Context: an optimization exercise on an open-source flow, tuned for small area and a short achievable clock period. The choices shown serve that exercise and are no tape-out recipe.
In this exercise RTL edits were held to simulation tests only and were not proved equivalent to the original.
The clock input has no modelled driver; a real chip could not lean on it and would need a root buffer or a full tree.

Design top_module, start of the top module:
module top_module(
    input clk,
    input load,
    input [255:0] data,
    output reg [255:0] q );
    wire [255:0] v0, v1, nxt;
    genvar i, j;
    generate
        for (i = 0; i < 16; i = i + 1) begin : row
            for (j = 0; j < 16; j = j + 1) begin : col
                lf_fa uv (.a(q[((i+15)%16)*16+j]), .b(q[i*16+j]), .c(q[((i+1)%16)*16+j]),
                          .s(v0[i*16+j]), .co(v1[i*16+j]));
            end
            for (j = 0; j < 16; j = j + 1) begin : cl
                localparam M = i*16+j;
                localparam L = i*16+((j+15)%16);
                localparam R = i*16+((j+1)%16);
                wire s0, k, t0, t1;
                lf_fa ul (.a(v0[L]), .b(v0[M]), .c(v0[R]), .s(s0), .co(k));
                lf_fa uh (.a(v1[L]), .b(v1[M]), .c(v1[R]), .s(t0), .co(t1));
                lf_dec ud (.s0(s0), .k(k), .t0(t0), .t1(t1), .self(q[M]),
                           .load(load), .data(data[M]), .n(nxt[M]));
            end
        end
    endgenerate
    always @(posedge clk)
        q <= nxt;
endmodule
Size: about 3100 cells after synthesis, roughly 260 flip-flops, about 32000 sq um of cells after synthesis.
clock: 5.0 ns
lec_check: 0
cap_margin: 20
core_margin: 2
core_utilization: 60
slew_margin: 20
synth_hierarchical: 1
synth_minimum_keep_size: 0
buffer_ports_args: -buffer_cell sky130_fd_sc_hd__buf_1
post_floorplan_tcl: /design/flow/flow/resize.tcl
post_global_place_tcl: /design/flow/flow/post_gp.tcl
ff_cell: sky130_fd_sc_hd__dfxtp_4
out_buf: sky130_fd_sc_hd__buf_2
v_fa: sky130_fd_sc_hd__fa_2
cts_args: -sink_clustering_enable -repair_clock_nets -sink_clustering_size 20 -sink_clustering_max_diameter 100 -buf_list sky130_fd_sc_hd__clkbuf_16 -root_buf sky130_fd_sc_hd__clkbuf_16 -dont_use_dummy_load
standard.sh (not shown) runs the stock make flow with config.mk's settings and CLKGATE_MAP_FILE= SYNTH_SCRIPT=/design/flow/synth_recipe.tcl, a recipe that flattens the netlist after the stock synthesis.
==> flow/flow/run.sh <==
#!/bin/bash
# Layout flow: the standard ORFS flow (standard.sh), with
#  - port buffers made from $PORT_BUF instead of the default delay buffer,
#  - after floorplan, cells resized by flow/resize.tcl (flip-flops to a
#    stronger drive, oversized logic gates back to size 1),
#  - after global placement, output port buffers resized to $OUT_BUF
#    by flow/post_gp.tcl,
#  - optionally, clock tree synthesis arguments of our own ($CTS_ARGS),
#  - optionally, timing repair limited to the moves in $MOVES.
# Settings are in flow/opts.sh. Each tool's output goes to its log under
# orfs/logs, and make's output to standard.log here.
set -euo pipefail
here=$(pwd)
source "$here/flow/opts.sh"
{
  echo "export BUFFER_PORTS_ARGS = -buffer_cell $PORT_BUF"
  echo "export POST_FLOORPLAN_TCL = $here/flow/resize.tcl"
  echo "export POST_GLOBAL_PLACE_TCL = $here/flow/post_gp.tcl"
  echo "export FF_CELL = $FF_CELL"
  echo "export OUT_BUF = $OUT_BUF"
  if [[ -n "${V_FA:-}" ]]; then echo "export V_FA = $V_FA"; fi
  if [[ -n "${CTS_ARGS:-}" ]]; then echo "export CTS_ARGS = $CTS_ARGS"; fi
  if [[ -n "${MOVES:-}" ]]; then
    echo "export SETUP_MOVE_SEQUENCE = $MOVES"
    echo "export SKIP_GATE_CLONING = 1"
    echo "export SKIP_LAST_GASP = 1"
  fi
} >> "$FLOW_CONFIG"
bash standard.sh > standard.log 2>&1
==> flow/flow/opts.sh <==
PORT_BUF=sky130_fd_sc_hd__buf_1
FF_CELL=sky130_fd_sc_hd__dfxtp_4
OUT_BUF=sky130_fd_sc_hd__buf_2
CTS_ARGS="-sink_clustering_enable -repair_clock_nets -sink_clustering_size 20 -sink_clustering_max_diameter 100 -buf_list sky130_fd_sc_hd__clkbuf_16 -root_buf sky130_fd_sc_hd__clkbuf_16 -dont_use_dummy_load"
V_FA=sky130_fd_sc_hd__fa_2
==> flow/flow/post_gp.tcl <==
# After global placement: output port buffers to $OUT_BUF.
set n 0
foreach inst [[ord::get_db_block] getInsts] {
  set m [[$inst getMaster] getName]
  if {$m eq "sky130_fd_sc_hd__buf_1" && [regexp {^output[0-9]+$} [$inst getName]]} {
    replace_cell [get_cells [$inst getName]] [get_lib_cells $::env(OUT_BUF)]
    incr n
  }
}
puts "post_gp.tcl: $n output buffers to $::env(OUT_BUF)"
==> flow/flow/resize.tcl <==
# Resize cells after floorplan: flip-flops to $FF_CELL, the "_2" sizes that
# synthesis picked for single logic gates back to "_1", and (if $V_FA is
# set) the full adders fed straight from the flip-flops to $V_FA.
set n_ff 0
set n_dn 0
set n_fa 0
proc driver_master {iterm} {
  set net [$iterm getNet]
  if {$net eq "NULL"} { return "" }
  foreach it [$net getITerms] {
    if {[$it isOutputSignal]} { return [[[$it getInst] getMaster] getName] }
  }
  return ""
}
set vfa ""
if {[info exists ::env(V_FA)]} { set vfa $::env(V_FA) }
foreach inst [[ord::get_db_block] getInsts] {
  set m [[$inst getMaster] getName]
  set name [$inst getName]
  if {$m eq "sky130_fd_sc_hd__dfxtp_1" && $m ne $::env(FF_CELL)} {
    replace_cell [get_cells $name] [get_lib_cells $::env(FF_CELL)]
    incr n_ff
  } elseif {[regexp {^(sky130_fd_sc_hd__(o41ai|o31ai|a31oi|nor4bb|o21ai|a21oi|nand2|nor2|xnor2|xor2))_2$} $m -> base]} {
    replace_cell [get_cells $name] [get_lib_cells ${base}_1]
    incr n_dn
  } elseif {$m eq "sky130_fd_sc_hd__fa_1" && $vfa ne ""} {
    if {[string match "sky130_fd_sc_hd__dfxtp*" [driver_master [$inst findITerm A]]]} {
      replace_cell [get_cells $name] [get_lib_cells $vfa]
      incr n_fa
    }
  }
}
puts "resize.tcl: $n_ff flip-flops to $::env(FF_CELL), $n_dn gates to size 1, $n_fa adders to $vfa"
Next try:
--- a/flow/flow/run.sh
+++ b/flow/flow/run.sh
@@ -19,5 +19,4 @@
   echo "export FF_CELL = $FF_CELL"
   echo "export OUT_BUF = $OUT_BUF"
-  if [[ -n "${V_FA:-}" ]]; then echo "export V_FA = $V_FA"; fi
   if [[ -n "${CTS_ARGS:-}" ]]; then echo "export CTS_ARGS = $CTS_ARGS"; fi
   if [[ -n "${MOVES:-}" ]]; then
==> flow/flow/opts.sh (replaced) <==
PORT_BUF=sky130_fd_sc_hd__buf_1
FF_CELL=sky130_fd_sc_hd__dfxtp_4
OUT_BUF=sky130_fd_sc_hd__buf_2
==> flow/flow/resize.tcl (replaced) <==
# Resize cells after floorplan: flip-flops to $FF_CELL, and the
# "_2" sizes that synthesis picked for single logic gates back to "_1".
set n_ff 0
set n_dn 0
foreach inst [[ord::get_db_block] getInsts] {
  set m [[$inst getMaster] getName]
  set name [$inst getName]
  if {$m eq "sky130_fd_sc_hd__dfxtp_1" && $m ne $::env(FF_CELL)} {
    replace_cell [get_cells $name] [get_lib_cells $::env(FF_CELL)]
    incr n_ff
  } elseif {[regexp {^(sky130_fd_sc_hd__(o41ai|o31ai|a31oi|nor4bb|o21ai|a21oi|nand2|nor2|xnor2|xor2))_2$} $m -> base]} {
    replace_cell [get_cells $name] [get_lib_cells ${base}_1]
    incr n_dn
  }
}
puts "resize.tcl: $n_ff flip-flops to $::env(FF_CELL), $n_dn gates to size 1"
--- a/flow/config.mk
+++ b/flow/config.mk
@@ -8,5 +8,5 @@
 export CAP_MARGIN = 20
 export CORE_MARGIN = 2
-export CORE_UTILIZATION = 60
+export CORE_UTILIZATION = 75
 export SLEW_MARGIN = 20
 export SYNTH_HIERARCHICAL = 1
@@ -17,4 +17,2 @@
 export FF_CELL = sky130_fd_sc_hd__dfxtp_4
 export OUT_BUF = sky130_fd_sc_hd__buf_2
-export V_FA = sky130_fd_sc_hd__fa_2
-export CTS_ARGS = -sink_clustering_enable -repair_clock_nets -sink_clustering_size 20 -sink_clustering_max_diameter 100 -buf_list sky130_fd_sc_hd__clkbuf_16 -root_buf sky130_fd_sc_hd__clkbuf_16 -dont_use_dummy_load
Outcome:
- The new run produced a clean layout
- clock-buffer cell count climbs by 25
- wire length climbs by 4.7%
- utilization climbs by 17 points
- flip-flop and latch count does not change
- critical path depth climbs by 4
- final area drops by 1.0%
- synthesized area does not change
- final cell count drops by 2.7%
Next try:
==> flow/flow/opts.sh (replaced) <==
PORT_BUF=sky130_fd_sc_hd__buf_1
FF_CELL=sky130_fd_sc_hd__dfxtp_2
OUT_BUF=sky130_fd_sc_hd__buf_2
--- a/flow/config.mk
+++ b/flow/config.mk
@@ -8,5 +8,5 @@
 export CAP_MARGIN = 20
 export CORE_MARGIN = 2
-export CORE_UTILIZATION = 75
+export CORE_UTILIZATION = 60
 export SLEW_MARGIN = 20
 export SYNTH_HIERARCHICAL = 1
@@ -15,4 +15,4 @@
 export POST_FLOORPLAN_TCL = /design/flow/flow/resize.tcl
 export POST_GLOBAL_PLACE_TCL = /design/flow/flow/post_gp.tcl
-export FF_CELL = sky130_fd_sc_hd__dfxtp_4
+export FF_CELL = sky130_fd_sc_hd__dfxtp_2
 export OUT_BUF = sky130_fd_sc_hd__buf_2
Outcome: Count of clock-buffer cells in the layout rises by 19. Cell area falls by 0.37%. Utilization falls by 18 points. Die area rises by 24%. Worst hold slack got worse by 0.022 ns.
Next try:
==> flow/flow/run.sh (replaced) <==
#!/bin/bash
# Layout flow: the standard ORFS flow (standard.sh), with
#  - port buffers made from $PORT_BUF instead of the default delay buffer,
#  - after floorplan, cells resized by flow/resize.tcl (flip-flops to a
#    stronger drive, oversized logic gates back to size 1).
# Each tool's output goes to the logs under orfs/logs and to standard.log here.
set -euo pipefail
here=$(pwd)
source "$here/flow/opts.sh"
{
  echo "export BUFFER_PORTS_ARGS = -buffer_cell $PORT_BUF"
  echo "export POST_FLOORPLAN_TCL = $here/flow/resize.tcl"
  echo "export FF_CELL = $FF_CELL"
} >> "$FLOW_CONFIG"
bash standard.sh > standard.log 2>&1
==> flow/flow/opts.sh (replaced) <==
PORT_BUF=sky130_fd_sc_hd__buf_1
FF_CELL=sky130_fd_sc_hd__dfxtp_4
--- a/flow/config.mk
+++ b/flow/config.mk
@@ -8,5 +8,5 @@
 export CAP_MARGIN = 20
 export CORE_MARGIN = 2
-export CORE_UTILIZATION = 60
+export CORE_UTILIZATION = 40
 export SLEW_MARGIN = 20
 export SYNTH_HIERARCHICAL = 1
@@ -14,5 +14,3 @@
 export BUFFER_PORTS_ARGS = -buffer_cell sky130_fd_sc_hd__buf_1
 export POST_FLOORPLAN_TCL = /design/flow/flow/resize.tcl
-export POST_GLOBAL_PLACE_TCL = /design/flow/flow/post_gp.tcl
-export FF_CELL = sky130_fd_sc_hd__dfxtp_2
-export OUT_BUF = sky130_fd_sc_hd__buf_2
+export FF_CELL = sky130_fd_sc_hd__dfxtp_4
removed: flow/flow/post_gp.tcl
After rerunning: The new run went through all stages and came out clean. Count of clock-buffer cells in the layout shrinks by 13. Via count goes down by about 5.6%. Worst setup slack improved by 0.033 ns. Final area climbs by 1.8%. Non-clock buffer count went down by 4. Synthesized cell count stays the same. Cell count rose by about 8%. Sequential share of layout area goes up by 1.5 points. Core utilization shrinks by 22 points.
Next try:
==> flow/flow/run.sh (replaced) <==
#!/bin/bash
# Layout flow: the standard ORFS flow (standard.sh), with
#  - port buffers made from $PORT_BUF instead of the default delay buffer,
#  - after floorplan, cells resized by flow/resize.tcl (flip-flops to a
#    stronger drive, oversized logic gates back to size 1),
#  - after global placement, output port buffers resized to $OUT_BUF
#    by flow/post_gp.tcl,
#  - optionally, clock tree synthesis arguments of our own ($CTS_ARGS),
#  - optionally, timing repair limited to the moves in $MOVES.
# Settings are in flow/opts.sh. Each tool's output goes to its log under
# orfs/logs, and make's output to standard.log here.
set -euo pipefail
here=$(pwd)
source "$here/flow/opts.sh"
{
  echo "export BUFFER_PORTS_ARGS = -buffer_cell $PORT_BUF"
  echo "export POST_FLOORPLAN_TCL = $here/flow/resize.tcl"
  echo "export POST_GLOBAL_PLACE_TCL = $here/flow/post_gp.tcl"
  echo "export FF_CELL = $FF_CELL"
  echo "export OUT_BUF = $OUT_BUF"
  if [[ -n "${CTS_ARGS:-}" ]]; then echo "export CTS_ARGS = $CTS_ARGS"; fi
  if [[ -n "${MOVES:-}" ]]; then
    echo "export SETUP_MOVE_SEQUENCE = $MOVES"
    echo "export SKIP_GATE_CLONING = 1"
    echo "export SKIP_LAST_GASP = 1"
  fi
} >> "$FLOW_CONFIG"
bash standard.sh > standard.log 2>&1
==> flow/flow/opts.sh (replaced) <==
PORT_BUF=sky130_fd_sc_hd__buf_1
FF_CELL=sky130_fd_sc_hd__dfxtp_4
OUT_BUF=sky130_fd_sc_hd__buf_2
CTS_ARGS="-sink_clustering_enable -repair_clock_nets -sink_buffer_max_cap_derate 0.05"
==> flow/flow/post_gp.tcl (new file) <==
# After global placement: output port buffers to $OUT_BUF.
set n 0
foreach inst [[ord::get_db_block] getInsts] {
  set m [[$inst getMaster] getName]
  if {$m eq "sky130_fd_sc_hd__buf_1" && [regexp {^output[0-9]+$} [$inst getName]]} {
    replace_cell [get_cells [$inst getName]] [get_lib_cells $::env(OUT_BUF)]
    incr n
  }
}
puts "post_gp.tcl: $n output buffers to $::env(OUT_BUF)"
--- a/flow/config.mk
+++ b/flow/config.mk
@@ -8,5 +8,5 @@
 export CAP_MARGIN = 20
 export CORE_MARGIN = 2
-export CORE_UTILIZATION = 40
+export CORE_UTILIZATION = 60
 export SLEW_MARGIN = 20
 export SYNTH_HIERARCHICAL = 1
@@ -14,3 +14,6 @@
 export BUFFER_PORTS_ARGS = -buffer_cell sky130_fd_sc_hd__buf_1
 export POST_FLOORPLAN_TCL = /design/flow/flow/resize.tcl
+export POST_GLOBAL_PLACE_TCL = /design/flow/flow/post_gp.tcl
 export FF_CELL = sky130_fd_sc_hd__dfxtp_4
+export OUT_BUF = sky130_fd_sc_hd__buf_2
+export CTS_ARGS = -sink_clustering_enable -repair_clock_nets -sink_buffer_max_cap_derate 0.05
What happened: Clock-buffer cell count rose by 28; synthesized cell count stays the same; global-route usage rises by 12 points; design area drops by 1.2%.

* * *

The RTL this note starts from:
==> flow/design.v <==
module lf_fa(input a, input b, input c, output s, output co);
    assign s  = a ^ b ^ c;
    assign co = (a & b) | (a & c) | (b & c);
endmodule
module lf_inv(input a, output y);
    assign y = ~a;
endmodule
module lf_o21ai(input a1, input a2, input b1, output y);
    assign y = ~((a1 | a2) & b1);
endmodule
module lf_a21oi(input a1, input a2, input b1, output y);
    assign y = ~((a1 & a2) | b1);
endmodule
module lf_a31oi(input a1, input a2, input a3, input b1, output y);
    assign y = ~((a1 & a2 & a3) | b1);
endmodule
module lf_a21o(input a1, input a2, input b1, output y);
    assign y = (a1 & a2) | b1;
endmodule
module lf_nand2(input a, input b, output y);
    assign y = ~(a & b);
endmodule
module lf_dec(input s0, input k, input t0, input t1, input self,
              input load, input data, output n);
    wire sn, a, b, c, e, h, dl;
    lf_inv    g1 (.a(s0), .y(sn));
    lf_o21ai  g2 (.a1(k), .a2(t0), .b1(t1), .y(a));            
    lf_a21oi  g3 (.a1(k), .a2(t0), .b1(t1), .y(b));            
    lf_a31oi  g4 (.a1(self), .a2(sn), .a3(a), .b1(b), .y(c));   
    lf_o21ai  g5 (.a1(k), .a2(t0), .b1(s0), .y(e));            
    lf_a21o   g6 (.a1(b), .a2(e), .b1(load), .y(h));           
    lf_nand2  g7 (.a(data), .b(load), .y(dl));
    lf_o21ai  g8 (.a1(c), .a2(h), .b1(dl), .y(n));
endmodule
module top_module(
    input clk,
    input load,
    input [255:0] data,
    output reg [255:0] q );
    wire [255:0] v0, v1, nxt;
    genvar i, j;
    generate
        for (i = 0; i < 16; i = i + 1) begin : row
            for (j = 0; j < 16; j = j + 1) begin : col
                lf_fa uv (.a(q[((i+15)%16)*16+j]), .b(q[i*16+j]), .c(q[((i+1)%16)*16+j]),
                          .s(v0[i*16+j]), .co(v1[i*16+j]));
            end
            for (j = 0; j < 16; j = j + 1) begin : cl
                localparam M = i*16+j;
                localparam L = i*16+((j+15)%16);
                localparam R = i*16+((j+1)%16);
                wire s0, k, t0, t1;
                lf_fa ul (.a(v0[L]), .b(v0[M]), .c(v0[R]), .s(s0), .co(k));
                lf_fa uh (.a(v1[L]), .b(v1[M]), .c(v1[R]), .s(t0), .co(t1));
                lf_dec ud (.s0(s0), .k(k), .t0(t0), .t1(t1), .self(q[M]),
                           .load(load), .data(data[M]), .n(nxt[M]));
            end
        end
    endgenerate
    always @(posedge clk)
        q <= nxt;
endmodule
export LEC_CHECK = 0
export CAP_MARGIN = 20
export CORE_MARGIN = 2
export CORE_UTILIZATION = 60
export PLACE_DENSITY = 0.8
export SLEW_MARGIN = 20
export SYNTH_HIERARCHICAL = 1
export SYNTH_MINIMUM_KEEP_SIZE = 0
export BUFFER_PORTS_ARGS = -buffer_cell sky130_fd_sc_hd__buf_1
export POST_FLOORPLAN_TCL = /design/flow/flow/resize.tcl
export POST_GLOBAL_PLACE_TCL = /design/flow/flow/post_gp.tcl
export FF_CELL = sky130_fd_sc_hd__dfxtp_4
export OUT_BUF = sky130_fd_sc_hd__buf_2
export V_FA = sky130_fd_sc_hd__fa_2
export PRE_CTS_TCL = /design/flow/flow/cts_tree.tcl
export CTS_GRID = 2
export CTS_LEAF = sky130_fd_sc_hd__clkbuf_16
export CTS_ROOT = sky130_fd_sc_hd__clkbuf_16
export CTS_ROOT_GRID = 2
export LOAD_GRID = 4
export LOAD_LEAF = sky130_fd_sc_hd__buf_4
export LOAD_ROOT = sky130_fd_sc_hd__buf_8
create_clock -name core_clock -period 5.0 [get_ports {clk}]
==> flow/flow/run.sh <==
#!/bin/bash
# Layout flow: the standard ORFS flow (standard.sh), with
#  - port buffers made from $PORT_BUF instead of the default delay buffer,
#  - after floorplan, cells resized by flow/resize.tcl (flip-flops to a
#    stronger drive, oversized logic gates back to size 1),
#  - after global placement, output port buffers resized to $OUT_BUF
#    by flow/post_gp.tcl,
#  - optionally, clock tree synthesis arguments of our own ($CTS_ARGS),
#  - optionally, timing repair limited to the moves in $MOVES,
#  - optionally, a two-level clock tree of our own (flow/cts_tree.tcl)
#    in place of TritonCTS ($CTS_GRID),
#  - optionally, a buffer tree of our own for the load input ($LOAD_GRID).
# Settings are in flow/opts.sh. Each tool's output goes to its log under
# orfs/logs, and make's output to standard.log here.
set -euo pipefail
here=$(pwd)
source "$here/flow/opts.sh"
{
  echo "export BUFFER_PORTS_ARGS = -buffer_cell $PORT_BUF"
  echo "export POST_FLOORPLAN_TCL = $here/flow/resize.tcl"
  echo "export POST_GLOBAL_PLACE_TCL = $here/flow/post_gp.tcl"
  echo "export FF_CELL = $FF_CELL"
  echo "export OUT_BUF = $OUT_BUF"
  if [[ -n "${V_FA:-}" ]]; then echo "export V_FA = $V_FA"; fi
  if [[ -n "${CTS_ARGS:-}" ]]; then echo "export CTS_ARGS = $CTS_ARGS"; fi
  if [[ -n "${CTS_GRID:-}" ]]; then
    echo "export PRE_CTS_TCL = $here/flow/cts_tree.tcl"
    echo "export CTS_GRID = $CTS_GRID"
    echo "export CTS_LEAF = $CTS_LEAF"
    echo "export CTS_ROOT = $CTS_ROOT"
    echo "export CTS_ROOT_GRID = ${CTS_ROOT_GRID:-1}"
  fi
  if [[ -n "${LOAD_GRID:-}" ]]; then
    echo "export LOAD_GRID = $LOAD_GRID"
    echo "export LOAD_LEAF = $LOAD_LEAF"
    echo "export LOAD_ROOT = $LOAD_ROOT"
  fi
  if [[ -n "${MOVES:-}" ]]; then
    echo "export SETUP_MOVE_SEQUENCE = $MOVES"
    echo "export SKIP_GATE_CLONING = 1"
    echo "export SKIP_LAST_GASP = 1"
  fi
} >> "$FLOW_CONFIG"
bash standard.sh > standard.log 2>&1
==> flow/flow/opts.sh <==
PORT_BUF=sky130_fd_sc_hd__buf_1
FF_CELL=sky130_fd_sc_hd__dfxtp_4
OUT_BUF=sky130_fd_sc_hd__buf_2
CTS_ROOT_GRID=2
CTS_GRID=2
CTS_LEAF=sky130_fd_sc_hd__clkbuf_16
CTS_ROOT=sky130_fd_sc_hd__clkbuf_16
LOAD_GRID=4
LOAD_LEAF=sky130_fd_sc_hd__buf_4
LOAD_ROOT=sky130_fd_sc_hd__buf_8
V_FA=sky130_fd_sc_hd__fa_2
==> flow/flow/resize.tcl <==
# Resize cells after floorplan: flip-flops to $FF_CELL, the "_2" sizes that
# synthesis picked for single logic gates back to "_1", and (if $V_FA is
# set) the full adders fed straight from the flip-flops to $V_FA.
set n_ff 0
set n_dn 0
set n_fa 0
proc driver_master {iterm} {
  set net [$iterm getNet]
  if {$net eq "NULL"} { return "" }
  foreach it [$net getITerms] {
    if {[$it isOutputSignal]} { return [[[$it getInst] getMaster] getName] }
  }
  return ""
}
set vfa ""
if {[info exists ::env(V_FA)]} { set vfa $::env(V_FA) }
foreach inst [[ord::get_db_block] getInsts] {
  set m [[$inst getMaster] getName]
  set name [$inst getName]
  if {$m eq "sky130_fd_sc_hd__dfxtp_1" && $m ne $::env(FF_CELL)} {
    replace_cell [get_cells $name] [get_lib_cells $::env(FF_CELL)]
    incr n_ff
  } elseif {[regexp {^(sky130_fd_sc_hd__(o41ai|o31ai|a31oi|nor4bb|o21ai|a21oi|nand2|nor2|xnor2|xor2))_2$} $m -> base]} {
    replace_cell [get_cells $name] [get_lib_cells ${base}_1]
    incr n_dn
  } elseif {$m eq "sky130_fd_sc_hd__fa_1" && $vfa ne ""} {
    if {[string match "sky130_fd_sc_hd__dfxtp*" [driver_master [$inst findITerm A]]]} {
      replace_cell [get_cells $name] [get_lib_cells $vfa]
      incr n_fa
    }
  }
}
puts "resize.tcl: $n_ff flip-flops to $::env(FF_CELL), $n_dn gates to size 1, $n_fa adders to $vfa"
Other scripts of this flow, unchanged in this note and not shown: flow/flow/cts_tree.tcl, flow/flow/post_gp.tcl, flow/flow/tree.tcl
Change:
--- a/flow/flow/opts.sh
+++ b/flow/flow/opts.sh
@@ -11 +10,0 @@
-V_FA=sky130_fd_sc_hd__fa_2
Settings changed: PLACE_DENSITY 0.8 to default, V_FA sky130_fd_sc_hd__fa_2 to default.
Result: Area after synthesis stays the same. Design area decreases by about 1.8%. Hold slack is about the same. Via count climbs by 2.8%. Final cell count stays flat. Worst setup slack gets worse by 0.093 ns.
In every run of this note, the design's own scripts or RTL, not TritonCTS, make the clock network.

[port drivers added, routing unchanged]
Ports are ideal in the flow. The routed layouts listed here were re-timed in OpenROAD.
Step 1 assumes that a clkbuf_16 drives the clock port and a buf_2 every other input.
Step 2 times the ports against the registers' clock, not the clock port: input delays grow and output delays shrink by t, the midpoint of the rising clock arrivals with the driver on.
Slacks: ideal / step 1 / step 2; pairs: ideal / step 1.
run | shift t [ns] | setup slack, ns | worst register clock-pin slew, ns | cell pins on the clock port's net
the first run of note 1 | 0.614 | 2.811 / 2.746 / 2.306 | 0.10 / 0.10 | 1
the second run of note 1 | 0.624 | 2.767 / 2.727 / 2.645 | 0.06 / 0.06 | 1
the third run of note 1 | 0.637 | 2.718 / 2.655 / 2.360 | 0.06 / 0.06 | 1
the fourth run of note 1 | 0.633 | 2.751 / 2.686 / 2.371 | 0.06 / 0.06 | 1
the fifth run of note 1 | 0.933 | 2.498 / 2.438 / 2.403 | 0.07 / 0.07 | 1
the first run of note 2 | 0.466 | 2.911 / 2.905 / 2.898 | 0.09 / 0.09 | 4
the second run of note 2 | 0.454 | 2.818 / 2.818 / 2.818 | 0.09 / 0.09 | 4
After both steps every run listed still meets setup and hold. For the first run of note 1, which loses most, drivers alone change the setup slack by -0.065 ns; drivers and shift together by -0.505 ns.
